What follows belongs to an exercise in optimizing a design on an open flow for small area and a short achievable clock period; a production flow would make more cautious choices.
In this exercise RTL edits were held to simulation tests only and were not proved equivalent to the original.
No activity file was given, so power comes from the tool's default toggle rates.

==> flow/design.v (outline; a module is shown in full before it is edited, if it fits) <==
// module incline_sat: 7 lines
// module cpa_ts: 91 lines
// module cpa_ic: 91 lines
// module cpa_prod: 168 lines
// module desiredDrive: 204 lines
// module desiredDrive_reg: 633 lines
module desiredDrive_reg(
    input clk, rst_n,
    input [11:0] avg_torque,
    input [4:0] cadence,
    input not_pedaling,
    input [12:0] incline,
    input [2:0] scale,
    output logic [11:0] target_curr
);
  // ...
==> flow/flow/run.sh <==
#!/bin/bash
# Layout flow: the standard flow (standard.sh), with these changes:
#  - synthesis: Yosys's generic "synth -run fine:" step skips its early ABC
#    pass (-noabc), so that extract_fa sees the RTL's full adders as written
#    (without the input/output inversions that pass puts around them), and
#    extract_fa leaves the carry-propagate adders (instances u_cpa_*) to the
#    final ABC mapping instead of building them from adder cells; the rest of
#    synthesis (dfflibmap, the final ABC mapping, flatten, renaming) is as in
#    the standard flow's synthesis;
#  - the port buffers are PORT_BUF cells;
#  - ORFS's timing repair aims for SETUP_MARGIN ns of setup slack.
# The SDC, the clock period and every other step are the standard flow's.
set -euo pipefail
HERE=$(pwd)
SETUP_MARGIN=7.8
PORT_BUF=sky130_fd_sc_hd__buf_1
# ORFS's synth.tcl with the changes
sed -e 's/synth -top \$::env(DESIGN_NAME) -run fine: {\*}\$synth_full_args/synth -top $::env(DESIGN_NAME) -run fine: -noabc {*}$synth_full_args/' \
    -e 's/extract_fa {\*}\[dont_use_extract_fa_args\]/extract_fa {*}[dont_use_extract_fa_args] c:* c:*u_cpa_* %d/' \
    "$FLOW_HOME/scripts/synth.tcl" > "$HERE/synth_changed.tcl"
grep -q -F -- '-run fine: -noabc' "$HERE/synth_changed.tcl"
grep -q -F -- 'extract_fa {*}[dont_use_extract_fa_args] c:* c:*u_cpa_* %d' "$HERE/synth_changed.tcl"
# The standard flow's synthesis wrapper, sourcing the changed synth.tcl
sed "s#source \$::env(SCRIPTS_DIR)/synth.tcl#source $HERE/synth_changed.tcl#" synth_recipe.tcl > "$HERE/flow_synth.tcl"
grep -q -F "source $HERE/synth_changed.tcl" "$HERE/flow_synth.tcl"
# The standard.sh, pointed at that wrapper
sed "s#SYNTH_SCRIPT=[^ ]*#SYNTH_SCRIPT=$HERE/flow_synth.tcl#" standard.sh > "$HERE/flow_standard.sh"
grep -q -F "SYNTH_SCRIPT=$HERE/flow_synth.tcl" "$HERE/flow_standard.sh"
bash "$HERE/flow_standard.sh" SETUP_SLACK_MARGIN=$SETUP_MARGIN \
    "BUFFER_PORTS_ARGS=-buffer_cell $PORT_BUF" finish > "$HERE/flow_make.log" 2>&1
==> flow/standard.sh <==
#!/bin/bash
# synth_recipe.tcl (not shown) runs the flow's synth.tcl, then flattens the netlist and writes it again
# the make line also repeats each setting of config.mk as NAME=value (left out here)
make -C /OpenROAD-flow-scripts/flow DESIGN_CONFIG=/design/flow/config.mk WORK_HOME=/design/flow/orfs CLKGATE_MAP_FILE= SYNTH_SCRIPT=/design/flow/synth_recipe.tcl "${@:-finish}"
==> flow/config.mk <==
export PLATFORM = sky130hd
export DESIGN_NAME = desiredDrive_reg
export DESIGN_NICKNAME = desiredDrive_reg
export VERILOG_FILES = /design/flow/design.v
export SDC_FILE = /design/flow/constraint.sdc
export NUM_CORES = 4
export LEC_CHECK = 0
export ABC_AREA = 1
export CAP_MARGIN = 20
export CORE_MARGIN = 2
export CORE_UTILIZATION = 40
export CTS_BUF_LIST = sky130_fd_sc_hd__clkbuf_4 sky130_fd_sc_hd__clkbuf_8
export SLEW_MARGIN = 20
export TNS_END_PERCENT = 5
==> flow/constraint.sdc <==
create_clock -name core_clock -period 13.0 [get_ports {clk}]
set_input_delay 2.6000 -clock core_clock [delete_from_list [all_inputs] [get_ports {clk}]]
set_output_delay 2.6000 -clock core_clock [all_outputs]
set_load 0.01 [all_outputs]
==> impl_metrics.json, run 1 <==
{
  "status": "timing/DRC/antenna clean",
  "cts_tree": "built",
  "dp_hpwl_um": 17250,
  "syn_area_mm2": 0.009153,
  "multi_input_comb_cells": 944,
  "design_area_mm2": 0.009841,
  "clock-sinks": 44,
  "synth-adder-area-share": 0.4755,
  "cp-endpoint": "ic_rn[13]",
  "taps": 285,
  "synth_top_family_by_area": "adder cells",
  "vias": 7406,
  "synth_area_leaders": "fa_1 44%, nor2_1 14%, nand2_1 8.6%",
  "power_frac_comb": 0.655,
  "final_cells": 1478,
  "place.gp.congestion": 0.8250,
  "wl_per_cell_um": 14.94,
  "crit_start": "incline[2]",
  "cp.depth": 17,
  "cp_slowest_stage_delay_ps": 560,
  "layout_commonest_cell": "nor2_1",
  "dp_slack_ps": 7221,
  "critical_path_class": "input port to flip-flop",
  "r2r_cells": 17,
  "seq_area_frac_synth": 0.1039,
  "powerClk_mw": 0.112,
  "die_x_um": 155.3,
  "nNetsFinal": 1454,
  "rsz0062_at_grt": "yes",
  "coreArea_mm2": 0.02257,
  "htree_num_levels": 2,
  "dp_cells": 1465,
  "use_met1": 0.2542,
  "cts-hold-fix-buffers": 0
}
==> inputs of run 2 (changes only) <==
--- a/flow/flow/run.sh
+++ b/flow/flow/run.sh
@@ -12,7 +12,7 @@
 # The SDC, the clock period and every other step are the standard flow's.
 set -euo pipefail
 HERE=$(pwd)
-SETUP_MARGIN=7.8
+SETUP_MARGIN=8.0
 PORT_BUF=sky130_fd_sc_hd__buf_1
 # ORFS's synth.tcl with the changes
 sed -e 's/synth -top \$::env(DESIGN_NAME) -run fine: {\*}\$synth_full_args/synth -top $::env(DESIGN_NAME) -run fine: -noabc {*}$synth_full_args/' \
==> run 2 against run 1 <==
Non-clock buffer count rose by 4; register-to-register slack lost 40 ps; sequential cell count did not move; clock power about the same; die area unchanged; core utilization rose by 0.19 points; still clean; synthesized cell count unchanged; critical path type unchanged; maximum frequency is 1.4% higher; setup slack better by 74 ps; largest power group unchanged.
==> impl_metrics.json, run 2 <==
{
  "yosys_register_bits": 44,
  "crit_family": "adder cells",
  "die_x_um": 155.3,
  "synth_most_common_cell": "nor2_1",
  "routed_wl_um": 22050,
  "fmax_ghz": 0.1920,
  "power_density_mw_per_mm2": 112.0,
  "ff_latch_area_um2": 973.4,
  "critical_path_required_ps": 13220,
  "grt_max_degree": 16,
  "drive_above_1_share": 0.09774,
  "hold_path.class": "flip-flop to flip-flop",
  "dominantRegCellSynth": "dfxtp_1",
  "synth_edf_count": 0,
  "place.gp.congestion": 0.8250,
  "cts-hold-fix-buffers": 0,
  "dp_slack_ps": 7221,
  "cp_slowest_stage_delay_ps": 530,
  "critical_path_class": "input port to flip-flop",
  "yosysWarningCount": 1,
  "synth_area_per_cell_um2": 7.796,
  "nNetsFinal": 1458,
  "post-route-period-util": 0.4006,
  "setup_tns_ps": 0,
  "drtIter0Drc": 392,
  "slew_headroom": 0.3838,
  "dp_hpwl_um": 17250,
  "ir_drop_mv": 0.05589,
  "dr.pass1.iters": 5,
  "critPathBufInv": 3,
  "place.port_buffers": 47,
  "largest_registers": "ic_rn x15, ts_rn x15, curr_r x12",
  "hold_viol": 0,
  "multiInputGateArea_mm2": 0.007575,
  "drc_errors": 0,
  "dp_cells": 1465,
  "mostFrequentLayoutCells": "327 x nor2_1, 201 x nand2_1, 199 x fa_1, 137 x inv_1, 33 x buf_1",
  "cp_common_cell": "nand2_2",
  "seq_area_frac_synth": 0.1039,
  "status": "timing/DRC/antenna clean",
  "syn-instance-count": 1174,
  "die_area_mm2": 0.02411,
  "design_area_mm2": 0.009884,
  "clock-sinks": 44,
  "dpl_cell_area_mm2": 0.009525,
  "cp_cell_sequence": "buf_12 -> nand2_4 -> inv_2 -> fa_1 -> fa_1 -> fa_1 -> nand2_1 -> inv_2 -> nor2_4 -> nand2_2 -> nor2_2 -> nand2_2 -> nand2_4 -> nand2_2 -> nand2_2 -> nand2_4 -> nand3_2 -> nand2_1 -> o21a_1",
  "root_buffer": "clkbuf_8",
  "power_mw": 1.107,
  "rows": 55,
  "grt_use_total": 0.1963,
  "layout_commonest_cell": "nor2_1",
  "async_reset_ff_frac": 0.3182,
  "fin_crit_ps": 5208,
  "cts_buffers": 5,
  "worst_slack_ps": 7792,
  "end_kind": "flip-flop",
  "setup_violations": 0,
  "ant_nets": 0,
  "grt_pass1_vias": 7729,
  "synth_top_area_share": 0.4440,
  "cp_slowest_cell": "fa_1",
  "syn_area_mm2": 0.009153,
  "io_pins": 48,
  "cts.clk_slew.worst_paths_ps": 100,
  "cts_tree": "built",
  "antenna_found_initial": 0,
  "worst_clock_skew_ps": 12.26,
  "vias": 7411,
  "wl_per_cell_um": 14.88,
  "worst-path-max-fanout": 6,
  "diodes": 0,
  "fillers": 2280,
  "drv_slew": 0,
  "synth_common_cells": "335 x nor2_1, 209 x nand2_1, 203 x fa_1, 144 x inv_1, 34 x clkbuf_1",
  "maxCapViolCount": 0,
  "htree_num_levels": 2,
  "vias_per_cell": 5.001,
  "grt_overflow": 0,
  "coreArea_mm2": 0.02257,
  "synth_nets": 1436,
  "startpoint_type": "input port",
  "r2r_slack_ps": 8010,
  "cts_buffer_depth": 2,
  "worst_ep_arrival_time_ps": 5430,
  "area_growth_pct": 7.997,
  "die_h_um": 155.3,
  "synth_top_area_cell": "fa_1",
  "rsz0062_at_grt": "yes",
  "grt_pass1_wl_um": 37890,
  "p_leak_nw": 5.626,
  "ys_types": 42,
  "insertion_delay_ps": 320,
  "start_util": 0.4055,
  "tightest_slew_ps": 923.1,
  "final_cells": 1482,
  "synth_area_leaders": "fa_1 44%, nor2_1 14%, nand2_1 8.6%"
}
-- run 2: cell counts after synthesis --
Identical to the previous run, type by type.
-- run 2: through the flow --
stage	hold WS, ps	util
after floorplan	502.9	-
after global placement	694.8	0.4220
after detailed placement	703.7	0.4220
after CTS	702.1	0.4311
after global routing	768.9	0.4379
final	712.7	0.4379
-- run 2: worst register-to-register path: stages (launching register included) --
cell	delay, ps
dfxtp_1	780
nor2_1	130
ha_1	240
fa_1	550
fa_1	440
fa_1	400
fa_1	530
fa_1	420
nand2_1	110
inv_1	50
nor2_1	110
inv_1	90
nor4_1	430
nand2_1	130
a21oi_1	230
nor2_1	60
o21ai_0	140
nor2_1	50
-- run 2: cell type report --
class	count	share of cell area
Multi-Input combinational cell	944	0.7663
Clock inverter	3	0.004557
Clock buffer	5	0.006962
Timing Repair Buffer	57	0.03291
Sequential cell	44	0.09848
Tap cell	285	0.03608
Inverter	144	0.05468
-- run 2: power breakdown --
| part | total (mW) | switching [mW] | internal (mW) |
|---|---|---|---|
| Combinational | 0.723 | 0.419 | 0.304 |
| Sequential | 0.270 | 0.104 | 0.167 |
| Clock | 0.113 | 0.0548 | 0.0582 |
-- run 2: cells by family (layout without fill, tap and decap cells) --
kind of cell / Yosys count / after routing / synth area share
AO/OA/AOI/OAI: 74 / 74 / 0.04662
XOR/XNOR: 19 / 19 / 0.01900
adder cells (fa/ha/maj): 226 / 226 / 0.4755
buffers and inverters: 186 / 209 / 0.07956
flip-flops: 44 / 44 / 0.1039
other: 1 / 1 / 0.0004097
AND/OR/NAND/NOR: 624 / 624 / 0.2751
-- run 2: repair_timing --
item	4_1_cts	5_1_grt
endpoints found under the setup margin	21	26
gates resized for setup	32	49
pin swaps	11	25
setup buffers	3	5
-- run 2: path summary, 6_finish.rpt --
path | end | start | cells past startpoint
setup reg to reg | curr_r[6] | ic_rn[11] | 17
min in group asynchronous | curr_r[10] | rst_n | 1
max in group asynchronous | curr_r[5] | rst_n | 1
setup / recovery | ic_rn[13] | cadence[4] | 19
hold / removal | curr_r[10] | valid | 2
hold reg to reg | curr_r[10] | valid | 2
-- run 2: routing by layer --
| layer | GRT usage | share of wire | wire [um] | vias to the layer above |
|---|---|---|---|---|
| li1 | - | - | - | 3546 |
| met1 | 0.2538 | 0.43 | 9424 | 3691 |
| met2 | 0.3589 | 0.52 | 11360 | 146 |
| met3 | 0.01978 | 0.041 | 909 | 28 |
| met4 | 0.04019 | 0.016 | 354 | 0 |
| met5 | 0 | 0 | 0 | - |
==> inputs of run 3 (changes only) <==
--- a/flow/flow/run.sh
+++ b/flow/flow/run.sh
@@ -13,7 +13,7 @@
 set -euo pipefail
 HERE=$(pwd)
 SETUP_MARGIN=8.0
-PORT_BUF=sky130_fd_sc_hd__buf_1
+PORT_BUF=sky130_fd_sc_hd__buf_2
 # ORFS's synth.tcl with the changes
 sed -e 's/synth -top \$::env(DESIGN_NAME) -run fine: {\*}\$synth_full_args/synth -top $::env(DESIGN_NAME) -run fine: -noabc {*}$synth_full_args/' \
     -e 's/extract_fa {\*}\[dont_use_extract_fa_args\]/extract_fa {*}[dont_use_extract_fa_args] c:* c:*u_cpa_* %d/' \
==> run 3 against run 2 <==
Clock power about the same; critical endpoint unchanged; register-to-register slack better by 40 ps; clock skew up 4.4 ps; non-clock buffer count down 6; synthesized area unchanged; count of clock-buffer cells in the layout stayed put.
==> impl_metrics.json, run 3 <==
{
  "status": "timing/DRC/antenna clean",
  "worst_ep_arrival_time_ps": 5430,
  "dr.pass1.iters": 5,
  "largest_registers": "ic_rn x15, ts_rn x15, curr_r x12",
  "worst-path-max-fanout": 7,
  "hold_viol": 0,
  "ys_types": 42,
  "final_cells": 1476,
  "yosysWarningCount": 1,
  "p_clk_frac": 0.105,
  "dp_cells": 1466,
  "critPathBufInv": 2,
  "cts.clk_slew.worst_paths_ps": 100,
  "setup_violations": 0,
  "worst_clock_skew_ps": 16.69,
  "synth_top_area_cell": "fa_1",
  "rsz0062_at_grt": "yes",
  "crit_family": "adder cells",
  "layout_commonest_cell": "nor2_1",
  "grt_max_degree": 16,
  "coreArea_mm2": 0.02257,
  "syn_area_mm2": 0.009153,
  "synth_area_per_cell_um2": 7.796,
  "yosys_register_bits": 44,
  "power_density_mw_per_mm2": 110.9,
  "fin_crit_ps": 5208,
  "cp_cell_sequence": "buf_12 -> nand2_2 -> inv_2 -> fa_1 -> fa_1 -> fa_1 -> xor2_2 -> nand2_1 -> nor2_1 -> nand2_2 -> nand2_4 -> nand2_2 -> nand2_2 -> nand2_4 -> nand3_2 -> nand2_1 -> o21a_1",
  "critical_path_required_ps": 13230,
  "area_growth_pct": 7.368,
  "end_kind": "flip-flop",
  "diodes": 0,
  "cts_tree": "built",
  "die_h_um": 155.3,
  "utilization": 0.4354,
  "ant_nets": 0,
  "maxCapViolCount": 0,
  "cp_slowest_stage_delay_ps": 580,
  "die_area_mm2": 0.02411,
  "sw_frac_of_total": 0.5229,
  "drv_slew": 0,
  "io_pins": 48,
  "r2r_slack_ps": 8050,
  "rows": 55,
  "power_frac_comb": 0.649,
  "mostFrequentLayoutCells": "330 x nor2_1, 205 x nand2_1, 202 x fa_1, 139 x inv_1, 41 x buf_2",
  "wl_per_cell_um": 14.84,
  "vias": 7313,
  "p_int_mw": 0.5201,
  "drc_errors": 0,
  "syn-instance-count": 1174,
  "cp_slowest_cell": "fa_1",
  "synth_edf_count": 0,
  "slew_headroom": 0.4659,
  "grt_pass1_wl_um": 38010,
  "root_buffer": "clkbuf_8",
  "tightest_slew_ps": 800.0,
  "switchingPower_mw": 0.5700,
  "synth_common_cells": "335 x nor2_1, 209 x nand2_1, 203 x fa_1, 144 x inv_1, 34 x clkbuf_1",
  "synth_area_leaders": "fa_1 44%, nor2_1 14%, nand2_1 8.6%",
  "hold_path.class": "flip-flop to flip-flop",
  "cts_buffer_depth": 2,
  "antenna_found_initial": 0,
  "nNetsFinal": 1452,
  "seq_area_frac_synth": 0.1039,
  "async_reset_ff_frac": 0.3182,
  "htree_num_levels": 2,
  "vias_per_cell": 4.955,
  "start_util": 0.4055,
  "dp_hpwl_um": 17200,
  "grt_use_total": 0.1968,
  "place.port_buffers": 47,
  "p_seq_frac": 0.245,
  "grt_overflow": 0,
  "grt_pass1_vias": 7724,
  "synth_top_area_share": 0.4440,
  "place.gp.congestion": 0.8352,
  "synth_nets": 1436,
  "clock-sinks": 44,
  "startpoint_type": "input port",
  "fmax_ghz": 0.1920,
  "insertion_delay_ps": 330,
  "drive_above_1_share": 0.1083,
  "die_x_um": 155.3,
  "dominantRegCellSynth": "dfxtp_1",
  "setup_tns_ps": 0,
  "post-route-period-util": 0.4006,
  "ir_drop_mv": 0.04248,
  "cp_common_cell": "nand2_2",
  "routed_wl_um": 21910,
  "p_leak_nw": 5.697,
  "synth_most_common_cell": "nor2_1",
  "cts_buffers": 5,
  "drtIter0Drc": 345,
  "critical_path_class": "input port to flip-flop"
}
[run 3: cells by family after synthesis]
logic type               Yosys count  synth area share
flip-flops                        44            0.1039
XOR/XNOR                          19           0.01900
AO/OA/AOI/OAI                     74           0.04662
other                              1         0.0004097
AND/OR/NAND/NOR                  624            0.2751
buffers and inverters            186           0.07956
adder cells (fa/ha/maj)          226            0.4755
[run 3: metal layers]
metal	GRT usage	up-vias	part of all wire
met5	0	-	0
met2	0.3473	151	0.50
met4	0.05024	0	0.017
met3	0.02479	23	0.048
li1	-	3534	-
met1	0.2580	3605	0.43
[run 3: layout make-up]
type	count	area [um2]
clock buffer	5	68.82
clock inverter	3	47.55
fill	2255	12740
inverter	144	540.5
multi-input combinational	944	7535
sequential	44	970.9
tap	285	356.6
timing repair buffer	51	307.8
[run 3: through the flow]
stage	setup slack [ps]	total power, mW	cell area, um2	hold slack (ps)
2_1_floorplan	7660	0.7854	9184	502.9
3_3_place_gp	7486	0.9494	9584	700.8
3_5_place_dp	7432	0.9643	9592	700.9
4_1_cts	7804	1.086	9759	715.4
5_1_grt	7661	1.225	9827	764.7
6_report	7793	1.090	9827	720.4
[run 3: what timing repair did]
item	4_1_cts	5_1_grt
hold buffers	0	0
endpoints found under the hold margin	0	0
buffers inserted	2	0
gates resized for setup	14	30
endpoints found under the setup margin	18	21
pin swaps	11	10
[run 3: power groups by stage]
stage | Sequential [mW] | Clock (mW) | Combinational (mW)
3_5_place_dp | 0.267 | 0 | 0.697
4_1_cts | 0.265 | 0.119 | 0.703
3_3_place_gp | 0.268 | 0 | 0.681
6_report | 0.267 | 0.115 | 0.708
5_1_grt | 0.272 | 0.123 | 0.829
2_1_floorplan | 0.189 | 0 | 0.597
[run 3: final timing paths]
| kind | start | end | cells past startpoint |
|---|---|---|---|
| setup / recovery | cadence[4] | ic_rn[13] | 17 |
| hold / removal | valid | curr_r[0] | 2 |
| setup reg to reg | ic_rn[12] | curr_r[8] | 24 |
| hold reg to reg | valid | curr_r[0] | 2 |
| max in group asynchronous | rst_n | sat_r | 1 |
| min in group asynchronous | rst_n | curr_r[0] | 1 |
[run 3: tightest hold or removal path, delay by kind of cell, from the launching register on]
family           cells  cell delay [ps]
AND/OR/NAND/NOR      2              160
flip-flops           1              540
==> inputs of run 4 (changes only) <==
--- a/flow/flow/run.sh
+++ b/flow/flow/run.sh
@@ -13,7 +13,7 @@
 set -euo pipefail
 HERE=$(pwd)
 SETUP_MARGIN=8.0
-PORT_BUF=sky130_fd_sc_hd__buf_2
+PORT_BUF=sky130_fd_sc_hd__buf_1
 # ORFS's synth.tcl with the changes
 sed -e 's/synth -top \$::env(DESIGN_NAME) -run fine: {\*}\$synth_full_args/synth -top $::env(DESIGN_NAME) -run fine: -noabc {*}$synth_full_args/' \
     -e 's/extract_fa {\*}\[dont_use_extract_fa_args\]/extract_fa {*}[dont_use_extract_fa_args] c:* c:*u_cpa_* %d/' \
--- a/flow/config.mk
+++ b/flow/config.mk
@@ -6,9 +6,9 @@
 export NUM_CORES = 4
 export LEC_CHECK = 0
 export ABC_AREA = 1
-export CAP_MARGIN = 20
+export CAP_MARGIN = 0
 export CORE_MARGIN = 2
 export CORE_UTILIZATION = 40
 export CTS_BUF_LIST = sky130_fd_sc_hd__clkbuf_4 sky130_fd_sc_hd__clkbuf_8
-export SLEW_MARGIN = 20
+export SLEW_MARGIN = 0
 export TNS_END_PERCENT = 5
==> run 4 against run 3 <==
Register-to-register slack is essentially flat; combinational power grew 2%; count of clock-buffer cells in the layout is the same; final cell count grew 0.34%; clock skew shrank 4.1 ps; critical endpoint unchanged.
==> impl_metrics.json, run 4 <==
{
  "status": "timing/DRC/antenna clean",
  "coreArea_mm2": 0.02257,
  "clock-sinks": 44,
  "critical_path_required_ps": 13220,
  "routed_wl_um": 22070,
  "r2r-start": "ic_rn[11]",
  "drtIter0Drc": 420,
  "synth-xor-area-share": 0.01900,
  "seq_area_frac_synth": 0.1039,
  "worst_ep_arrival_time_ps": 5430,
  "synth_top_area_cell": "fa_1",
  "grt_pass1_wl_um": 37890,
  "synth-adder-area-share": 0.4755,
  "cts.clk_slew.worst_paths_ps": 100,
  "async_reset_ff_frac": 0.3182,
  "crit_family": "adder cells",
  "grt_max_degree": 16,
  "top_layer_used": "met4",
  "regToRegEndpoint": "curr_r[6]",
  "synthSimpleGateAreaFrac": 0.2751,
  "fillers": 2280,
  "ir_drop_mv": 0.05579,
  "layout_commonest_cell": "nor2_1",
  "cts_buffers": 5,
  "cp_slowest_stage_delay_ps": 530,
  "vias_per_cell": 5.007,
  "slew_headroom": 0.2747,
  "dpl_cell_area_mm2": 0.009525,
  "syn-instance-count": 1174,
  "cts_buffer_depth": 2,
  "vias": 7415,
  "critical_path_class": "input port to flip-flop",
  "die_h_um": 155.3,
  "wl_met3_um": 873,
  "dominantRegCellSynth": "dfxtp_1",
  "rows": 55,
  "cp_common_cell": "nand2_2",
  "yosysWarningCount": 1,
  "hold_path.class": "flip-flop to flip-flop",
  "synth_top_family_by_area": "adder cells",
  "muxShareOfSynthArea": 0,
  "place.port_buffers": 47,
  "wl_met1_um": 9422,
  "cp_cell_sequence": "buf_12 -> nand2_4 -> inv_2 -> fa_1 -> fa_1 -> fa_1 -> nand2_1 -> inv_2 -> nor2_4 -> nand2_2 -> nor2_2 -> nand2_2 -> nand2_4 -> nand2_2 -> nand2_2 -> nand2_4 -> nand3_2 -> nand2_1 -> o21a_1",
  "synth_area_leaders": "fa_1 44%, nor2_1 14%, nand2_1 8.6%",
  "diodes": 0,
  "nNetsFinal": 1457,
  "ys_types": 42,
  "maxCapViolCount": 0,
  "setup_tns_ps": 0,
  "die_x_um": 155.3,
  "syn_area_mm2": 0.009153,
  "synth_common_cells": "335 x nor2_1, 209 x nand2_1, 203 x fa_1, 144 x inv_1, 34 x clkbuf_1",
  "r2r_slack_ps": 8050,
  "ant_nets": 0,
  "wl_per_cell_um": 14.90,
  "synth_top_area_share": 0.4440,
  "worst-path-max-fanout": 6,
  "critPathBufInv": 3,
  "end_kind": "flip-flop",
  "synth_compound_area_frac": 0.04662,
  "fin_crit_ps": 5210,
  "htree_num_levels": 2,
  "fmax_ghz": 0.1919,
  "holdCritStartpoint": "valid",
  "synth_edf_count": 0,
  "hold-path-cell-count": 2,
  "cts_tree": "built",
  "r2r_cells": 17,
  "start_util": 0.4055,
  "power_mw": 1.107,
  "synth_most_common_cell": "nor2_1",
  "synth_area_per_cell_um2": 7.796,
  "grt_pass1_vias": 7729,
  "route.met2.wl_um": 11450,
  "die_area_mm2": 0.02411,
  "insertion_delay_ps": 320,
  "setup_violations": 0,
  "dp_hpwl_um": 17250,
  "p_leak_nw": 5.621,
  "grt_overflow": 0,
  "startpoint_type": "input port",
  "design_area_mm2": 0.009877,
  "power_density_mw_per_mm2": 112.1,
  "hold_end": "curr_r[10]",
  "worst_clock_skew_ps": 12.57,
  "root_buffer": "clkbuf_8",
  "drv_slew": 0,
  "drc_errors": 0,
  "dr.pass1.iters": 4,
  "synth_nets": 1436,
  "largest_registers": "ic_rn x15, ts_rn x15, curr_r x12",
  "io_pins": 48,
  "mostFrequentLayoutCells": "327 x nor2_1, 201 x nand2_1, 199 x fa_1, 137 x inv_1, 33 x buf_1",
  "rsz0062_at_grt": "yes",
  "antenna_found_initial": 0,
  "drive_above_1_share": 0.09699,
  "grt_use_total": 0.1963,
  "tightest_slew_ps": 1088,
  "place.gp.congestion": 0.8250,
  "yosys_register_bits": 44,
  "area_growth_pct": 7.915,
  "cp_slowest_cell": "fa_1",
  "hold_viol": 0,
  "post-route-period-util": 0.4008
}
==> run 4: final cells by class <==
cell class              instances  area, um2  area share
clock buffers                   5      68.82    0.006967
clock inverters                 3      45.04    0.004560
inverters                     144      540.5     0.05473
multi-input cells             944       7575      0.7669
flip-flops and latches         44      973.4     0.09856
well taps                     285      356.6     0.03610
repair buffers                 56      317.8     0.03218
==> run 4: what timing repair did <==
action | CTS | global route
hold buffers | 0 | 0
buffers inserted | 3 | 5
pin swaps | 11 | 25
gates resized for setup | 32 | 49
endpoints found under the setup margin | 21 | 26
gates cloned | 0 | 0
==> run 4: logic make-up after synthesis <==
| logic type | Yosys count |
|---|---|
| other | 1 |
| DFF | 44 |
| and+or+nand+nor | 624 |
| AOI/OAI and AO/OA | 74 |
| buffers and inverters | 186 |
| adders and majority gates | 226 |
| xor gates and xnor gates | 19 |
==> run 4: worst min-delay path, delay by kind of cell, from the launching register on <==
| kind | cells | cell delay (ps) |
|---|---|---|
| flip-flops | 1 | 540 |
| AND/OR/NAND/NOR | 2 | 160 |
==> run 4: power breakdown <==
part / switching (mW) / total [mW] / internal, mW
registers: 0.103 / 0.270 / 0.167
clock network: 0.0549 / 0.113 / 0.0582
logic: 0.420 / 0.724 / 0.304
total: 0.578 / 1.11 / 0.529
==> run 4: worst max path at each step <==
stage                           from         to  slack, ps  cells past startpoint
after floorplan           cadence[3]  ic_rn[13]       7660                     17
after global placement    cadence[4]  ic_rn[12]       7300                     17
after detailed placement  cadence[4]  ic_rn[13]       7220                     19
after CTS                 incline[2]  ic_rn[13]       7810                     17
after global routing      cadence[1]  ic_rn[13]       7670                     17
final                     cadence[4]  ic_rn[13]       7790                     19
==> run 4: per-stage QoR <==
| stage | utilization | setup WS, ps | cells | hold WS, ps |
|---|---|---|---|---|
| final | 0.4376 | 7790 | 1481 | 719.2 |
| after global routing | 0.4376 | 7667 | 1481 | 768.9 |
| after CTS | 0.4311 | 7809 | 1476 | 702.1 |
| after detailed placement | 0.4220 | 7221 | 1465 | 703.7 |
| after global placement | 0.4220 | 7298 | 1465 | 694.8 |
| after floorplan | - | 7660 | 1174 | 502.9 |
==> run 4: per-layer routing <==
metal  vias to the layer above  global-route usage
li1                       3543                   -
met1                      3698              0.2538
met2                       150              0.3589
met3                        24             0.01978
met4                         0             0.04019
met5                         -                   0
==> inputs of run 5 (changes only) <==
--- a/flow/flow/run.sh
+++ b/flow/flow/run.sh
@@ -26,5 +26,5 @@
 # The standard.sh, pointed at that wrapper
 sed "s#SYNTH_SCRIPT=[^ ]*#SYNTH_SCRIPT=$HERE/flow_synth.tcl#" standard.sh > "$HERE/flow_standard.sh"
 grep -q -F "SYNTH_SCRIPT=$HERE/flow_synth.tcl" "$HERE/flow_standard.sh"
-bash "$HERE/flow_standard.sh" SETUP_SLACK_MARGIN=$SETUP_MARGIN \
+bash "$HERE/flow_standard.sh" SETUP_SLACK_MARGIN=$SETUP_MARGIN RECOVER_POWER=50 \
     "BUFFER_PORTS_ARGS=-buffer_cell $PORT_BUF" finish > "$HERE/flow_make.log" 2>&1
--- a/flow/config.mk
+++ b/flow/config.mk
@@ -6,9 +6,9 @@
 export NUM_CORES = 4
 export LEC_CHECK = 0
 export ABC_AREA = 1
-export CAP_MARGIN = 0
+export CAP_MARGIN = 20
 export CORE_MARGIN = 2
 export CORE_UTILIZATION = 40
 export CTS_BUF_LIST = sky130_fd_sc_hd__clkbuf_4 sky130_fd_sc_hd__clkbuf_8
-export SLEW_MARGIN = 0
+export SLEW_MARGIN = 20
 export TNS_END_PERCENT = 5
==> run 5 against run 4 <==
Still clean on timing, DRC and antenna; routed wire length about the same; design area down 0.15%; critical path depth down 3; setup slack worse by 60 ps; hold slack better by 1.4 ps; combinational power about the same; critical path type unchanged; largest power group unchanged; highest routed layer unchanged.
==> impl_metrics.json, run 5 <==
{
  "die_area_mm2": 0.02411,
  "setup_violations": 0,
  "coreArea_mm2": 0.02257,
  "place.port_buffers": 47,
  "worst_slack_ps": 7730,
  "synth_area_leaders": "fa_1 44%, nor2_1 14%, nand2_1 8.6%",
  "worst_clock_skew_ps": 12.13,
  "antenna_found_initial": 0,
  "die_h_um": 155.3,
  "worst-path-max-fanout": 7,
  "drv_slew": 0,
  "die_x_um": 155.3,
  "critPathBufInv": 3,
  "startpoint_type": "input port",
  "synth_top_area_cell": "fa_1",
  "vias": 7417,
  "layout_commonest_cell": "nor2_1",
  "rsz0062_at_grt": "yes",
  "crit_family": "adder cells",
  "ir_drop_mv": 0.05563,
  "cts_tree": "built",
  "busiest_layer": "met2",
  "io_pins": 48,
  "dp_hpwl_um": 17250,
  "grt_max_degree": 16,
  "rows": 55,
  "critical_path_class": "input port to flip-flop",
  "gr-usage-met2": 0.3589,
  "mostFrequentLayoutCells": "327 x nor2_1, 201 x nand2_1, 199 x fa_1, 137 x inv_1, 32 x buf_1",
  "p_leak_nw": 5.611,
  "setup_tns_ps": 0,
  "synth_most_common_cell": "nor2_1",
  "post-route-period-util": 0.4054,
  "ff_latch_area_um2": 973.4,
  "seq_area_frac_synth": 0.1039,
  "dp_slack_ps": 7221,
  "synth_edf_count": 0,
  "cp_slowest_stage_delay_ps": 530,
  "power_density_mw_per_mm2": 112.2,
  "ys_types": 42,
  "r2r-start": "ic_rn[11]",
  "cts_buffers": 5,
  "crit_start": "incline[8]",
  "hold_path.class": "flip-flop to flip-flop",
  "worst_ep_arrival_time_ps": 5490,
  "root_buffer": "clkbuf_8",
  "dr.pass1.iters": 5,
  "cts.clk_slew.worst_paths_ps": 100,
  "utilization": 0.4369,
  "use_met3": 0.01978,
  "wl_per_cell_um": 14.89,
  "drtIter0Drc": 402,
  "synth_common_cells": "335 x nor2_1, 209 x nand2_1, 203 x fa_1, 144 x inv_1, 34 x clkbuf_1",
  "synth_nets": 1436,
  "syn_area_mm2": 0.009153,
  "diodes": 0,
  "drive_above_1_share": 0.09273,
  "drc_errors": 0,
  "fillers": 2286,
  "cp_common_cell": "fa_1",
  "insertion_delay_ps": 320,
  "routed_wl_um": 22060,
  "slew_headroom": 0.2879,
  "fmax_ghz": 0.1897,
  "cp_cell_sequence": "clkbuf_1 -> nor2_1 -> fa_1 -> fa_1 -> fa_1 -> nand2_1 -> inv_2 -> nor2_2 -> a21oi_2 -> nor2_2 -> a211oi_2 -> nand2_2 -> nand2_4 -> nand2_2 -> o21ai_1 -> inv_1",
  "hold_viol": 0,
  "dominantRegCellSynth": "dfxtp_1",
  "status": "timing/DRC/antenna clean",
  "async_reset_ff_frac": 0.3182,
  "htree_num_levels": 2,
  "synth_top_area_share": 0.4440,
  "grt_pass1_vias": 7729,
  "cts_buffer_depth": 2,
  "multiInputGateArea_mm2": 0.007562,
  "critical_path_required_ps": 13220,
  "largest_registers": "ic_rn x15, ts_rn x15, curr_r x12",
  "yosys_register_bits": 44,
  "fin_crit_ps": 5271,
  "area_growth_pct": 7.751,
  "maxCapViolCount": 0,
  "grt_overflow": 0,
  "end_kind": "flip-flop",
  "holdCritStartpoint": "valid",
  "vias_per_cell": 5.005,
  "use_met1": 0.2538,
  "grt_pass1_wl_um": 37890,
  "ant_nets": 0,
  "nNetsFinal": 1458,
  "clock-sinks": 44,
  "syn-instance-count": 1174,
  "yosysWarningCount": 1,
  "cp_slowest_cell": "fa_1",
  "tightest_slew_ps": 1068,
  "place.gp.congestion": 0.8250,
  "start_util": 0.4055,
  "synth_area_per_cell_um2": 7.796,
  "grt_use_total": 0.1963
}
-- run 5: worst paths after layout --
kind	endpoint	slack [ps]	cells past startpoint
setup / recovery	ic_rn[12]	7730	16
hold / removal	curr_r[10]	720	2
setup reg to reg	curr_r[6]	8040	17
hold reg to reg	curr_r[10]	720	2
max in group asynchronous	curr_r[5]	10210	1
min in group asynchronous	curr_r[10]	2320	1
-- run 5: cells by family after synthesis --
logic type               after synthesis  share of synthesized area
XOR/XNOR                              19                    0.01900
flip-flops                            44                     0.1039
AO/OA/AOI/OAI                         74                    0.04662
other                                  1                  0.0004097
AND/OR/NAND/NOR                      624                     0.2751
adder cells (fa/ha/maj)              226                     0.4755
buffers and inverters                186                    0.07956
-- run 5: metal layers --
layer,up-vias,share of wire
li1,3543,-
met1,3691,0.43
met2,158,0.52
met3,25,0.041
met4,0,0.016
met5,-,0
-- run 5: metrics by stage --
step / instance area (um2) / power (mW) / std cells / hold WS [ps]
6_report: 9862 / 1.106 / 1482 / 720.7
5_1_grt: 9862 / 1.239 / 1482 / 768.9
4_1_cts: 9731 / 1.096 / 1476 / 702.1
3_5_place_dp: 9525 / 0.9644 / 1465 / 703.7
3_3_place_gp: 9525 / 0.9475 / 1465 / 694.8
2_1_floorplan: 9184 / 0.7854 / 1174 / 502.9
-- run 5: area by class of cell --
cell class,instances,share of cell area
repair buffers,57,0.03197
flip-flops and latches,44,0.09871
multi-input cells,944,0.7668
well taps,285,0.03616
inverters,144,0.05481
clock buffers,5,0.006978
clock inverters,3,0.004567
-- run 5: what timing repair did --
action | 4_1_cts | 5_1_grt
setup buffers | 3 | 5
gates cloned | 0 | 0
hold buffers | 0 | 0
pin swaps | 11 | 25
endpoints found under the setup margin | 21 | 26
resized for setup | 32 | 49
-- run 5: report_power, final --
group / switching [mW] / total (mW) / internal [mW]
clock: 0.0546 / 0.113 / 0.0582
sequential: 0.103 / 0.270 / 0.167
combinational: 0.420 / 0.723 / 0.304
-- run 5: worst reg2reg max path, delay by kind of cell (launching register included) --
| family | cells | cell delay [ps] |
|---|---|---|
| adders and majority gates | 6 | 2580 |
| and+or+nand+nor | 7 | 1010 |
| DFF | 1 | 760 |
| AOI/OAI and AO/OA | 2 | 370 |
| buffers and inverters | 2 | 140 |
==> module desiredDrive, before the edit <==
module desiredDrive(
    input [11:0] avg_torque,
    input [4:0] cadence,
    input not_pedaling,
    input [12:0] incline,
    input [2:0] scale,
    output [14:0] ts_prod,
    output [14:0] ic_prod
);
logic torque_ge;
assign torque_ge = avg_torque[11] | avg_torque[10] | (avg_torque[9] & avg_torque[8] & avg_torque[7]);
logic [11:0] torque_pos;
assign torque_pos = {avg_torque[11:7] - 5'd7, avg_torque[6:0]};
logic inc_hi, inc_lo;
assign inc_hi = ~incline[12] & (|incline[11:8]);
assign inc_lo = incline[12] & ~(&incline[11:8]);
logic [8:0] incline_factor_lo;
assign incline_factor_lo = {~incline[8], incline[7:0]};
logic [8:0] incline_factor_limit;
assign incline_factor_limit = incline_factor_lo | {9{inc_hi}};
logic active;
assign active = (|cadence[4:1]) & ~not_pedaling & torque_ge & ~inc_lo;
logic [2:0] scale_g;
assign scale_g = active ? scale : 3'h0;
wire a_p1 = torque_pos[0] & scale[0];
wire a_p2 = torque_pos[0] & scale[1];
wire a_p3 = torque_pos[0] & scale[2];
wire a_p4 = torque_pos[1] & scale[0];
wire a_p5 = torque_pos[1] & scale[1];
wire a_p6 = torque_pos[1] & scale[2];
wire a_p7 = torque_pos[2] & scale[0];
wire a_p8 = torque_pos[2] & scale[1];
wire a_p9 = torque_pos[2] & scale[2];
wire a_p10 = torque_pos[3] & scale[0];
wire a_p11 = torque_pos[3] & scale[1];
wire a_p12 = torque_pos[3] & scale[2];
wire a_p13 = torque_pos[4] & scale[0];
wire a_p14 = torque_pos[4] & scale[1];
wire a_p15 = torque_pos[4] & scale[2];
wire a_p16 = torque_pos[5] & scale[0];
wire a_p17 = torque_pos[5] & scale[1];
wire a_p18 = torque_pos[5] & scale[2];
wire a_p19 = torque_pos[6] & scale[0];
wire a_p20 = torque_pos[6] & scale[1];
wire a_p21 = torque_pos[6] & scale[2];
wire a_p22 = torque_pos[7] & scale[0];
wire a_p23 = torque_pos[7] & scale[1];
wire a_p24 = torque_pos[7] & scale[2];
wire a_p25 = torque_pos[8] & scale[0];
wire a_p26 = torque_pos[8] & scale[1];
wire a_p27 = torque_pos[8] & scale[2];
wire a_p28 = torque_pos[9] & scale[0];
wire a_p29 = torque_pos[9] & scale[1];
wire a_p30 = torque_pos[9] & scale[2];
wire a_p31 = torque_pos[10] & scale[0];
wire a_p32 = torque_pos[10] & scale[1];
wire a_p33 = torque_pos[10] & scale[2];
wire a_p34 = torque_pos[11] & scale[0];
wire a_p35 = torque_pos[11] & scale[1];
wire a_p36 = torque_pos[11] & scale[2];
wire a_s37 = a_p3 ^ a_p5;
wire a_c38 = a_p3 & a_p5;
wire a_s39 = a_p6 ^ a_p8 ^ a_p10;
wire a_c40 = (a_p6 & a_p8) | (a_p6 & a_p10) | (a_p8 & a_p10);
wire a_s41 = a_p9 ^ a_p11 ^ a_p13;
wire a_c42 = (a_p9 & a_p11) | (a_p9 & a_p13) | (a_p11 & a_p13);
wire a_s43 = a_p12 ^ a_p14 ^ a_p16;
wire a_c44 = (a_p12 & a_p14) | (a_p12 & a_p16) | (a_p14 & a_p16);
wire a_s45 = a_p15 ^ a_p17 ^ a_p19;
wire a_c46 = (a_p15 & a_p17) | (a_p15 & a_p19) | (a_p17 & a_p19);
wire a_s47 = a_p18 ^ a_p20 ^ a_p22;
wire a_c48 = (a_p18 & a_p20) | (a_p18 & a_p22) | (a_p20 & a_p22);
wire a_s49 = a_p21 ^ a_p23 ^ a_p25;
wire a_c50 = (a_p21 & a_p23) | (a_p21 & a_p25) | (a_p23 & a_p25);
wire a_s51 = a_p24 ^ a_p26 ^ a_p28;
wire a_c52 = (a_p24 & a_p26) | (a_p24 & a_p28) | (a_p26 & a_p28);
wire a_s53 = a_p27 ^ a_p29 ^ a_p31;
wire a_c54 = (a_p27 & a_p29) | (a_p27 & a_p31) | (a_p29 & a_p31);
wire a_s55 = a_p30 ^ a_p32 ^ a_p34;
wire a_c56 = (a_p30 & a_p32) | (a_p30 & a_p34) | (a_p32 & a_p34);
wire a_s57 = a_p33 ^ a_p35;
wire a_c58 = a_p33 & a_p35;
wire [14:0] a_q59;
cpa_ts u_cpa_ts(.a({1'b0, a_p36, a_c56, a_c54, a_c52, a_c50, a_c48, a_c46, a_c44, a_c42, a_c40, a_c38, a_p7, a_p2, a_p1}), .b({1'b0, a_c58, a_s57, a_s55, a_s53, a_s51, a_s49, a_s47, a_s45, a_s43, a_s41, a_s39, a_s37, a_p4, 1'b0}), .s(a_q59));
wire a_p60 = incline_factor_lo[0] & cadence[0];
wire a_p61 = incline_factor_lo[0] & cadence[1];
wire a_p62 = incline_factor_lo[0] & cadence[2];
wire a_p63 = incline_factor_lo[0] & cadence[3];
wire a_p64 = incline_factor_lo[0] & cadence[4];
wire a_p65 = incline_factor_lo[1] & cadence[0];
wire a_p66 = incline_factor_lo[1] & cadence[1];
wire a_p67 = incline_factor_lo[1] & cadence[2];
wire a_p68 = incline_factor_lo[1] & cadence[3];
wire a_p69 = incline_factor_lo[1] & cadence[4];
wire a_p70 = incline_factor_lo[2] & cadence[0];
wire a_p71 = incline_factor_lo[2] & cadence[1];
wire a_p72 = incline_factor_lo[2] & cadence[2];
wire a_p73 = incline_factor_lo[2] & cadence[3];
wire a_p74 = incline_factor_lo[2] & cadence[4];
wire a_p75 = incline_factor_lo[3] & cadence[0];
wire a_p76 = incline_factor_lo[3] & cadence[1];
wire a_p77 = incline_factor_lo[3] & cadence[2];
wire a_p78 = incline_factor_lo[3] & cadence[3];
wire a_p79 = incline_factor_lo[3] & cadence[4];
wire a_p80 = incline_factor_lo[4] & cadence[0];
wire a_p81 = incline_factor_lo[4] & cadence[1];
wire a_p82 = incline_factor_lo[4] & cadence[2];
wire a_p83 = incline_factor_lo[4] & cadence[3];
wire a_p84 = incline_factor_lo[4] & cadence[4];
wire a_p85 = incline_factor_lo[5] & cadence[0];
wire a_p86 = incline_factor_lo[5] & cadence[1];
wire a_p87 = incline_factor_lo[5] & cadence[2];
wire a_p88 = incline_factor_lo[5] & cadence[3];
wire a_p89 = incline_factor_lo[5] & cadence[4];
wire a_p90 = incline_factor_lo[6] & cadence[0];
wire a_p91 = incline_factor_lo[6] & cadence[1];
wire a_p92 = incline_factor_lo[6] & cadence[2];
wire a_p93 = incline_factor_lo[6] & cadence[3];
wire a_p94 = incline_factor_lo[6] & cadence[4];
wire a_p95 = incline_factor_lo[7] & cadence[0];
wire a_p96 = incline_factor_lo[7] & cadence[1];
wire a_p97 = incline_factor_lo[7] & cadence[2];
wire a_p98 = incline_factor_lo[7] & cadence[3];
wire a_p99 = incline_factor_lo[7] & cadence[4];
wire a_p100 = incline_factor_lo[8] & cadence[0];
wire a_p101 = incline_factor_lo[8] & cadence[1];
wire a_p102 = incline_factor_lo[8] & cadence[2];
wire a_p103 = incline_factor_lo[8] & cadence[3];
wire a_p104 = incline_factor_lo[8] & cadence[4];
wire a_s105 = a_p64 ^ a_p68;
wire a_c106 = a_p64 & a_p68;
wire a_s107 = incline_factor_lo[0] ^ a_p69 ^ a_p73;
wire a_c108 = (incline_factor_lo[0] & a_p69) | (incline_factor_lo[0] & a_p73) | (a_p69 & a_p73);
wire a_s109 = a_p77 ^ a_p81;
wire a_c110 = a_p77 & a_p81;
wire a_s111 = incline_factor_lo[1] ^ a_p74 ^ a_p78;
wire a_c112 = (incline_factor_lo[1] & a_p74) | (incline_factor_lo[1] & a_p78) | (a_p74 & a_p78);
wire a_s113 = a_p82 ^ a_p86 ^ a_p90;
wire a_c114 = (a_p82 & a_p86) | (a_p82 & a_p90) | (a_p86 & a_p90);
wire a_s115 = incline_factor_lo[2] ^ a_p79 ^ a_p83;
wire a_c116 = (incline_factor_lo[2] & a_p79) | (incline_factor_lo[2] & a_p83) | (a_p79 & a_p83);
wire a_s117 = a_p87 ^ a_p91 ^ a_p95;
wire a_c118 = (a_p87 & a_p91) | (a_p87 & a_p95) | (a_p91 & a_p95);
wire a_s119 = incline_factor_lo[3] ^ a_p84 ^ a_p88;
wire a_c120 = (incline_factor_lo[3] & a_p84) | (incline_factor_lo[3] & a_p88) | (a_p84 & a_p88);
wire a_s121 = a_p92 ^ a_p96 ^ a_p100;
wire a_c122 = (a_p92 & a_p96) | (a_p92 & a_p100) | (a_p96 & a_p100);
wire a_s123 = incline_factor_lo[4] ^ a_p89 ^ a_p93;
wire a_c124 = (incline_factor_lo[4] & a_p89) | (incline_factor_lo[4] & a_p93) | (a_p89 & a_p93);
wire a_s125 = a_p97 ^ a_p101;
wire a_c126 = a_p97 & a_p101;
wire a_s127 = incline_factor_lo[5] ^ a_p94 ^ a_p98;
wire a_c128 = (incline_factor_lo[5] & a_p94) | (incline_factor_lo[5] & a_p98) | (a_p94 & a_p98);
wire a_s129 = a_p63 ^ a_p67;
wire a_c130 = a_p63 & a_p67;
wire a_s131 = a_p72 ^ a_p76 ^ a_p80;
wire a_c132 = (a_p72 & a_p76) | (a_p72 & a_p80) | (a_p76 & a_p80);
wire a_s133 = a_p85 ^ a_c106 ^ a_s107;
wire a_c134 = (a_p85 & a_c106) | (a_p85 & a_s107) | (a_c106 & a_s107);
wire a_s135 = a_c108 ^ a_c110 ^ a_s111;
wire a_c136 = (a_c108 & a_c110) | (a_c108 & a_s111) | (a_c110 & a_s111);
wire a_s137 = a_c112 ^ a_c114 ^ a_s115;
wire a_c138 = (a_c112 & a_c114) | (a_c112 & a_s115) | (a_c114 & a_s115);
wire a_s139 = a_c116 ^ a_c118 ^ a_s119;
wire a_c140 = (a_c116 & a_c118) | (a_c116 & a_s119) | (a_c118 & a_s119);
wire a_s141 = a_c120 ^ a_c122 ^ a_s123;
wire a_c142 = (a_c120 & a_c122) | (a_c120 & a_s123) | (a_c122 & a_s123);
wire a_s143 = a_p102 ^ a_c124 ^ a_c126;
wire a_c144 = (a_p102 & a_c124) | (a_p102 & a_c126) | (a_c124 & a_c126);
wire a_s145 = incline_factor_lo[6] ^ a_p99 ^ a_p103;
wire a_c146 = (incline_factor_lo[6] & a_p99) | (incline_factor_lo[6] & a_p103) | (a_p99 & a_p103);
wire a_s147 = a_p62 ^ a_p66;
wire a_c148 = a_p62 & a_p66;
wire a_s149 = a_p71 ^ a_p75 ^ a_s129;
wire a_c150 = (a_p71 & a_p75) | (a_p71 & a_s129) | (a_p75 & a_s129);
wire a_s151 = a_s105 ^ a_c130 ^ a_s131;
wire a_c152 = (a_s105 & a_c130) | (a_s105 & a_s131) | (a_c130 & a_s131);
wire a_s153 = a_s109 ^ a_c132 ^ a_s133;
wire a_c154 = (a_s109 & a_c132) | (a_s109 & a_s133) | (a_c132 & a_s133);
wire a_s155 = a_s113 ^ a_c134 ^ a_s135;
wire a_c156 = (a_s113 & a_c134) | (a_s113 & a_s135) | (a_c134 & a_s135);
wire a_s157 = a_s117 ^ a_c136 ^ a_s137;
wire a_c158 = (a_s117 & a_c136) | (a_s117 & a_s137) | (a_c136 & a_s137);
wire a_s159 = a_s121 ^ a_c138 ^ a_s139;
wire a_c160 = (a_s121 & a_c138) | (a_s121 & a_s139) | (a_c138 & a_s139);
wire a_s161 = a_s125 ^ a_c140 ^ a_s141;
wire a_c162 = (a_s125 & a_c140) | (a_s125 & a_s141) | (a_c140 & a_s141);
wire a_s163 = a_s127 ^ a_c142 ^ a_s143;
wire a_c164 = (a_s127 & a_c142) | (a_s127 & a_s143) | (a_c142 & a_s143);
wire a_s165 = a_c128 ^ a_c144 ^ a_s145;
wire a_c166 = (a_c128 & a_c144) | (a_c128 & a_s145) | (a_c144 & a_s145);
wire a_s167 = incline_factor_lo[7] ^ a_p104 ^ a_c146;
wire a_c168 = (incline_factor_lo[7] & a_p104) | (incline_factor_lo[7] & a_c146) | (a_p104 & a_c146);
wire [14:0] a_q169;
cpa_ic u_cpa_ic(.a({1'b0, incline_factor_lo[8], a_c166, a_c164, a_c162, a_c160, a_c158, a_c156, a_c154, a_c152, a_c150, a_c148, a_p70, a_p61, a_p60}), .b({1'b0, a_c168, a_s167, a_s165, a_s163, a_s161, a_s159, a_s157, a_s155, a_s153, a_s151, a_s149, a_s147, a_p65, 1'b0}), .s(a_q169));
logic [5:0] cf_m1;
assign cf_m1 = {1'b1, cadence} - 6'd1;
logic [14:0] ic_lo_prod;
assign ic_lo_prod = {a_q169[14], a_q169[13], a_q169[12], a_q169[11], a_q169[10], a_q169[9], a_q169[8], a_q169[7], a_q169[6], a_q169[5], a_q169[4], a_q169[3], a_q169[2], a_q169[1], a_q169[0]};
logic [14:0] ic_sel;
assign ic_sel = inc_hi ? {cf_m1, 3'b111, ~cf_m1} : ic_lo_prod;
assign ts_prod = {15{active}} & {a_q59[14], a_q59[13], a_q59[12], a_q59[11], a_q59[10], a_q59[9], a_q59[8], a_q59[7], a_q59[6], a_q59[5], a_q59[4], a_q59[3], a_q59[2], a_q59[1], a_q59[0]};
assign ic_prod = {ic_sel[14], ic_sel[13], ic_sel[12], ic_sel[11], ic_sel[10], ic_sel[9], ic_sel[8], ic_sel[7], ic_sel[6], ic_sel[5], ic_sel[4], ic_sel[3], ic_sel[2], ic_sel[1], ic_sel[0]};
endmodule
==> inputs of run 6 (changes only) <==
--- a/flow/design.v
+++ b/flow/design.v
@@ -373,12 +373,8 @@
 assign inc_lo = incline[12] & ~(&incline[11:8]);
 logic [8:0] incline_factor_lo;
 assign incline_factor_lo = {~incline[8], incline[7:0]};
-logic [8:0] incline_factor_limit;
-assign incline_factor_limit = incline_factor_lo | {9{inc_hi}};
 logic active;
 assign active = (|cadence[4:1]) & ~not_pedaling & torque_ge & ~inc_lo;
-logic [2:0] scale_g;
-assign scale_g = active ? scale : 3'h0;
 wire a_p1 = torque_pos[0] & scale[0];
 wire a_p2 = torque_pos[0] & scale[1];
 wire a_p3 = torque_pos[0] & scale[2];
--- a/flow/flow/run.sh
+++ b/flow/flow/run.sh
@@ -13,7 +13,7 @@
 set -euo pipefail
 HERE=$(pwd)
 SETUP_MARGIN=8.0
-PORT_BUF=sky130_fd_sc_hd__buf_1
+PORT_BUF=sky130_fd_sc_hd__buf_2
 # ORFS's synth.tcl with the changes
 sed -e 's/synth -top \$::env(DESIGN_NAME) -run fine: {\*}\$synth_full_args/synth -top $::env(DESIGN_NAME) -run fine: -noabc {*}$synth_full_args/' \
     -e 's/extract_fa {\*}\[dont_use_extract_fa_args\]/extract_fa {*}[dont_use_extract_fa_args] c:* c:*u_cpa_* %d/' \
@@ -26,5 +26,5 @@
 # The standard.sh, pointed at that wrapper
 sed "s#SYNTH_SCRIPT=[^ ]*#SYNTH_SCRIPT=$HERE/flow_synth.tcl#" standard.sh > "$HERE/flow_standard.sh"
 grep -q -F "SYNTH_SCRIPT=$HERE/flow_synth.tcl" "$HERE/flow_standard.sh"
-bash "$HERE/flow_standard.sh" SETUP_SLACK_MARGIN=$SETUP_MARGIN RECOVER_POWER=50 \
+bash "$HERE/flow_standard.sh" SETUP_SLACK_MARGIN=$SETUP_MARGIN \
     "BUFFER_PORTS_ARGS=-buffer_cell $PORT_BUF" finish > "$HERE/flow_make.log" 2>&1
==> run 6 against run 5 <==
Power rose by 1.3%; maximum frequency rose by 0.95%; synthesized area grew 0.18%; clock skew down 4.2 ps; non-clock buffer count up 8; die area is 0.17% higher; hold slack lost 33 ps; combinational power up 1%; first-iteration DRC count increased by 9.5%; count of clock-buffer cells in the layout is 1 higher; final cell count is 1.1% higher; largest power group unchanged.
==> impl_metrics.json, run 6 <==
{
  "die_h_um": 155.4,
  "post-route-period-util": 0.4016,
  "fmax_ghz": 0.1915,
  "drv_slew": 0,
  "cts_buffers": 5,
  "htree_num_levels": 2,
  "startpoint_type": "input port",
  "largest_registers": "ic_rn x15, ts_rn x15, curr_r x12",
  "insertion_delay_ps": 310,
  "ff_latch_area_um2": 970.9,
  "start_util": 0.4062,
  "io_pins": 48,
  "synth_edf_count": 0,
  "tightest_slew_ps": 1047,
  "ant_nets": 0,
  "dp_slack_ps": 7300,
  "cts-hold-fix-buffers": 0,
  "synth_top_area_share": 0.4432,
  "diodes": 0,
  "place.port_buffers": 47,
  "antenna_found_initial": 0,
  "rsz0062_at_grt": "yes",
  "yosysWarningCount": 1,
  "design_area_mm2": 0.01005,
  "synth_area_leaders": "fa_1 44%, nor2_1 14%, nand2_1 8.5%",
  "end_kind": "flip-flop",
  "syn-instance-count": 1182,
  "seq_area_frac_synth": 0.1037,
  "die_x_um": 155.4,
  "fillers": 2273,
  "maxCapViolCount": 0,
  "grt_max_degree": 18,
  "hold_path.class": "flip-flop to flip-flop",
  "nNetsFinal": 1474,
  "vias": 7514,
  "ir_drop_mv": 0.05797,
  "hold_viol": 0,
  "dpl_cell_area_mm2": 0.009612,
  "drtIter0Drc": 440,
  "coreArea_mm2": 0.02257,
  "wl_per_cell_um": 14.55,
  "multiInputGateArea_mm2": 0.007574,
  "grt_overflow": 0,
  "clock-sinks": 44,
  "whs_ps": 687.8,
  "critical_path_required_ps": 13210,
  "grt_pass1_wl_um": 37710,
  "layout_commonest_cell": "nor2_1",
  "cts_tree": "built",
  "synth_common_cells": "338 x nor2_1, 207 x nand2_1, 203 x fa_1, 149 x inv_1, 37 x a21oi_1",
  "synth_most_common_cell": "nor2_1",
  "die_area_mm2": 0.02415,
  "grt_pass1_vias": 7934,
  "drive_above_1_share": 0.1261,
  "slew_headroom": 0.3009,
  "setup_violations": 0,
  "async_reset_ff_frac": 0.3182,
  "grt_use_total": 0.1934,
  "cts.clk_slew.worst_paths_ps": 90,
  "critical_path_class": "input port to flip-flop",
  "place.gp.congestion": 0.8528,
  "synth_area_per_cell_um2": 7.757,
  "cp_cell_sequence": "buf_12 -> nand2_4 -> inv_4 -> fa_2 -> fa_1 -> fa_1 -> xor2_2 -> nand2_1 -> nor2_2 -> nand2_4 -> nand2_4 -> nand2_2 -> nand2_2 -> nand2_2 -> nand3_2 -> nand2_1 -> o21a_1",
  "syn_area_mm2": 0.009169,
  "worst_ep_arrival_time_ps": 5430,
  "status": "timing/DRC/antenna clean",
  "cts_buffer_depth": 2,
  "vias_per_cell": 5.016,
  "mostFrequentLayoutCells": "331 x nor2_1, 198 x fa_1, 196 x nand2_1, 144 x inv_1, 38 x buf_2",
  "dr.pass1.iters": 4,
  "routed_wl_um": 21790,
  "worst_clock_skew_ps": 7.955,
  "dp_hpwl_um": 17130,
  "dominantRegCellSynth": "dfxtp_1",
  "worst_slack_ps": 7779,
  "fin_crit_ps": 5221,
  "p_leak_nw": 5.825,
  "area_growth_pct": 9.579,
  "synth_top_area_cell": "fa_1",
  "rows": 55,
  "cp_slowest_cell": "fa_1",
  "worst-path-max-fanout": 5,
  "synth_nets": 1444,
  "power_density_mw_per_mm2": 111.5,
  "ys_types": 41,
  "cp_slowest_stage_delay_ps": 610,
  "setup_tns_ps": 0,
  "root_buffer": "clkbuf_8",
  "yosys_register_bits": 44,
  "drc_errors": 0
}
run 6: cell types whose count changed after synthesis, moves of 2 or more:
cell     change
nand2_1      -2
nand2_4      +4
nand2_2      -8
xor2_1       -2
and2_1       +2
inv_1        +5
a21oi_1      +6
nor2_1       +3
or2_0        +2
nand3_1      +2
run 6: layout make-up:
cell class	count	share of cell area
clock inverter	2	0.003861
inverter	150	0.05629
sequential	44	0.09664
multi-input combinational	946	0.7538
timing repair buffer	65	0.04570
tap	285	0.03549
clock buffer	6	0.008219
run 6: metal layers:
metal | wire length, um | share of wire | global-route usage | up-vias
met5 | 0 | 0 | 0 | -
met4 | 377 | 0.017 | 0.04980 | 0
met3 | 779 | 0.036 | 0.01922 | 30
met2 | 11260 | 0.52 | 0.3548 | 133
met1 | 9377 | 0.43 | 0.2442 | 3765
li1 | - | - | - | 3586
run 6: worst paths after layout:
check / start / end / slack (ps) / cells after the start
min reg2reg: valid / curr_r[10] / 690 / 2
min in group asynchronous: rst_n / curr_r[0] / 2160 / 1
max reg2reg: ts_rn[0] / curr_r[8] / 8070 / 23
min: valid / curr_r[10] / 690 / 2
max in group asynchronous: rst_n / valid / 10600 / 1
max: incline[3] / ic_rn[13] / 7780 / 17
run 6: cells by family after synthesis:
kind of cell	Yosys count	synth area share
AOI/OAI and AO/OA	77	0.04722
adders and majority gates	226	0.4746
buffers and inverters	192	0.08160
and+or+nand+nor	626	0.2772
xor gates and xnor gates	16	0.01528
DFF	44	0.1037
other	1	0.0004090
run 6: where the power goes:
part | internal (mW) | leakage, nW | total [mW] | switching, mW
Clock | 0.0629 | 0.0614 | 0.114 | 0.0515
Combinational | 0.320 | 5.33 | 0.733 | 0.413
Sequential | 0.167 | 0.434 | 0.273 | 0.106
run 6: critical path, delay by kind of cell:
family	cells	cell delay [ps]
adders and majority gates	3	1600
and+or+nand+nor	10	730
xor gates and xnor gates	1	170
AOI/OAI and AO/OA	1	170
buffers and inverters	2	140
run 6: what timing repair did:
item                                    in CTS  in global routing
buffers inserted                            13                  4
cloned                                       0                  1
pin swaps                                   29                 21
hold endpoints to repair                     0                  0
endpoints found under the setup margin      18                 22
resized for setup                           28                 33
run 6: through the flow:
stage	instances	util	power [mW]
floorplan	1182	-	0.7891
global placement	1472	0.4258	0.9497
detailed placement	1472	0.4258	0.9643
CTS	1493	0.4388	1.113
global route	1498	0.4451	1.257
finish	1498	0.4451	1.120
==> inputs of run 7 (changes only) <==
--- a/flow/design.v
+++ b/flow/design.v
@@ -373,8 +373,12 @@
 assign inc_lo = incline[12] & ~(&incline[11:8]);
 logic [8:0] incline_factor_lo;
 assign incline_factor_lo = {~incline[8], incline[7:0]};
+logic [8:0] incline_factor_limit;
+assign incline_factor_limit = incline_factor_lo | {9{inc_hi}};
 logic active;
 assign active = (|cadence[4:1]) & ~not_pedaling & torque_ge & ~inc_lo;
+logic [2:0] scale_g;
+assign scale_g = active ? scale : 3'h0;
 wire a_p1 = torque_pos[0] & scale[0];
 wire a_p2 = torque_pos[0] & scale[1];
 wire a_p3 = torque_pos[0] & scale[2];
--- a/flow/flow/run.sh
+++ b/flow/flow/run.sh
@@ -3,7 +3,8 @@
 #  - synthesis: Yosys's generic "synth -run fine:" step skips its early ABC
 #    pass (-noabc), so that extract_fa sees the RTL's full adders as written
 #    (without the input/output inversions that pass puts around them), and
-#    extract_fa leaves the carry-propagate adders (instances u_cpa_*) to the
+#    extract_fa leaves the carry-propagate adders (instances u_cpa_*) and the
+#    whole input stage (instance iDD) to the
 #    final ABC mapping instead of building them from adder cells; the rest of
 #    synthesis (dfflibmap, the final ABC mapping, flatten, renaming) is as in
 #    the standard flow's synthesis;
@@ -13,13 +14,13 @@
 set -euo pipefail
 HERE=$(pwd)
 SETUP_MARGIN=8.0
-PORT_BUF=sky130_fd_sc_hd__buf_2
+PORT_BUF=sky130_fd_sc_hd__buf_1
 # ORFS's synth.tcl with the changes
 sed -e 's/synth -top \$::env(DESIGN_NAME) -run fine: {\*}\$synth_full_args/synth -top $::env(DESIGN_NAME) -run fine: -noabc {*}$synth_full_args/' \
-    -e 's/extract_fa {\*}\[dont_use_extract_fa_args\]/extract_fa {*}[dont_use_extract_fa_args] c:* c:*u_cpa_* %d/' \
+    -e 's/extract_fa {\*}\[dont_use_extract_fa_args\]/extract_fa {*}[dont_use_extract_fa_args] c:* c:*u_cpa_* %d c:iDD.* %d/' \
     "$FLOW_HOME/scripts/synth.tcl" > "$HERE/synth_changed.tcl"
 grep -q -F -- '-run fine: -noabc' "$HERE/synth_changed.tcl"
-grep -q -F -- 'extract_fa {*}[dont_use_extract_fa_args] c:* c:*u_cpa_* %d' "$HERE/synth_changed.tcl"
+grep -q -F -- 'extract_fa {*}[dont_use_extract_fa_args] c:* c:*u_cpa_* %d c:iDD.* %d' "$HERE/synth_changed.tcl"
 # The standard flow's synthesis wrapper, sourcing the changed synth.tcl
 sed "s#source \$::env(SCRIPTS_DIR)/synth.tcl#source $HERE/synth_changed.tcl#" synth_recipe.tcl > "$HERE/flow_synth.tcl"
 grep -q -F "source $HERE/synth_changed.tcl" "$HERE/flow_synth.tcl"
==> run 7 against run 6 <==
Largest cell class unchanged; still clean on timing, DRC and antenna; sequential share of layout area fell by 0.47 points; first-iteration DRC count fell by 1.1%; clock skew barely moved; critical endpoint unchanged; routed wire length rose by 11%; sequential power fell by 16%; critical path depth rose by 3; setup slack improved by 420 ps; via count rose by 16%; synthesized cell count rose by 17%.
==> impl_metrics.json, run 7 <==
{
  "vias_per_cell": 4.993,
  "wl_per_cell_um": 13.85,
  "clock-sinks": 44,
  "p_clk_frac": 0.111,
  "synth_edf_count": 0,
  "drive_above_1_share": 0.1224,
  "routed_wl_um": 24180,
  "cts-hold-fix-buffers": 0,
  "critical_path_class": "input port to flip-flop",
  "die_h_um": 162.1,
  "final_cells": 1746,
  "dp_hpwl_um": 19220,
  "start_util": 0.4097,
  "status": "timing/DRC/antenna clean",
  "grt_use_total": 0.1949,
  "area_growth_pct": 9.279,
  "ir_drop_mv": 0.04909,
  "dp_slack_ps": 7432,
  "synth_top_area_cell": "fa_1",
  "layout_commonest_cell": "nand2_1",
  "maxCapViolCount": 0,
  "drc_errors": 0,
  "r2r-start": "ic_rn[14]",
  "place.port_buffers": 47,
  "coreArea_mm2": 0.02439,
  "p_int_mw": 0.5255,
  "rows": 57,
  "design_area_mm2": 0.01092,
  "synth_nets": 1639,
  "mostFrequentLayoutCells": "305 x nand2_1, 291 x nor2_1, 165 x fa_1, 164 x inv_1, 69 x nand3_1",
  "power_density_mw_per_mm2": 98.43,
  "diodes": 0,
  "switchingPower_mw": 0.5492,
  "synth_most_common_cell": "nand2_1",
  "ys_types": 53,
  "dp_cells": 1719,
  "utilization": 0.4477,
  "worst_slack_ps": 8195,
  "drtIter0Drc": 435,
  "r2r_cells": 23,
  "cp_common_cell": "nand2_1",
  "cts_buffers": 5,
  "end_kind": "flip-flop",
  "critPathBufInv": 2,
  "syn_area_mm2": 0.009992,
  "worst_clock_skew_ps": 7.863,
  "synth_top_area_share": 0.3346,
  "place.gp.congestion": 0.8557,
  "crit_family": "simple AND/OR/NAND/NOR gates",
  "sw_frac_of_total": 0.5110,
  "yosysWarningCount": 1,
  "grt_pass1_wl_um": 41770,
  "largest_registers": "ic_rn x15, ts_rn x15, curr_r x12",
  "die_x_um": 162.1,
  "io_pins": 48,
  "insertion_delay_ps": 320,
  "worst-path-max-fanout": 7,
  "vias": 8718,
  "ant_nets": 0,
  "dominantRegCellSynth": "dfxtp_1",
  "cts_buffer_depth": 2,
  "hold_end": "curr_r[8]",
  "seq_area_frac_synth": 0.09517,
  "syn-instance-count": 1386,
  "cp_slowest_cell": "ha_1",
  "p_seq_frac": 0.213,
  "cts.clk_slew.worst_paths_ps": 90,
  "setup_violations": 0,
  "dpl_cell_area_mm2": 0.01041,
  "holdCritStartpoint": "valid",
  "fillers": 2482
}
## run 7: cell types whose count changed after synthesis, sizes merged, moves of 21 or more
cell,before,now
nor2,343,301
fa,203,167
nand2,218,345
nand3,32,76
ha,23,50
inv,149,170
## run 7: kinds of logic after synthesis
family	Yosys count	synth area share
other	1	0.0003753
and+or+nand+nor	759	0.3164
DFF	44	0.09517
buffers and inverters	216	0.08715
adders and majority gates	217	0.3972
AOI/OAI and AO/OA	109	0.06224
xor gates and xnor gates	40	0.04145
## run 7: timing repair
action                     4_1_cts  5_1_grt
buffers inserted                 0       19
pin swaps                        0       16
gates resized for setup         12       87
setup endpoints to repair       15       20
## run 7: routing by layer
layer  vias up  GRT usage  part of all wire
met1      4163     0.2534              0.45
met2       206     0.3480              0.49
met3        40    0.02068             0.044
li1       4309          -                 -
met5         -          0                 0
met4         0    0.04867             0.020
## run 7: worst register-to-register path, delay by kind of cell (launching register included)
family / cells / cell delay (ps)
flip-flops: 1 / 400
AO/OA/AOI/OAI: 1 / 140
adder cells (fa/ha/maj): 6 / 2830
buffers and inverters: 2 / 130
AND/OR/NAND/NOR: 14 / 1140
## run 7: how the worst max path moves through the flow
stage	start	endpoint
detailed placement	cadence[3]	ic_rn[13]
finish	incline[5]	ic_rn[13]
CTS	cadence[1]	ic_rn[13]
floorplan	cadence[4]	ic_rn[13]
global route	ts_rn[0]	curr_r[8]
global placement	cadence[3]	ic_rn[13]
## run 7: area by class of cell
cell class | instances | area [um2] | share of cell area
clock buffer | 7 | 96.34 | 0.008823
clock inverter | 1 | 30.03 | 0.002750
inverter | 171 | 641.9 | 0.05878
multi-input combinational | 1126 | 8335 | 0.7634
sequential | 44 | 1003 | 0.09190
tap | 324 | 405.4 | 0.03713
timing repair buffer | 73 | 406.6 | 0.03724
## run 7: power by group through the flow
stage,Sequential (mW),Clock (mW),Combinational (mW)
2_1_floorplan,0.183,0,0.559
3_5_place_dp,0.232,0,0.679
4_1_cts,0.230,0.122,0.681
3_3_place_gp,0.232,0,0.668
5_1_grt,0.234,0.127,0.837
6_report,0.229,0.120,0.726

## re-timing with driven ports
No port has a modelled driver above. Below, the same layouts with a new extraction and two added sets of constraints. Step 1: set_driving_cell puts a clkbuf_16 on clk and a buf_2 on each other input, an assumption about the parent block. Step 2 times the ports against the registers' clock, not the clock port: input delays grow and output delays shrink by t, the midpoint of the rising clock arrivals with the driver on. Three values: ideal ports, drivers, drivers and shift; two values: the first two.
run	t, ns	slack for setup (ns)
run 1	0.346	7.718 / 7.733 / 7.387
run 2	0.347	7.792 / 7.783 / 7.436
run 3	0.359	7.793 / 7.785 / 7.425
run 4	0.346	7.790 / 7.781 / 7.435
run 5	0.346	7.729 / 7.744 / 7.398
run 6	0.343	7.779 / 7.742 / 7.399
run 7	0.352	8.195 / 8.206 / 7.854
After both steps every run listed still meets setup and hold.
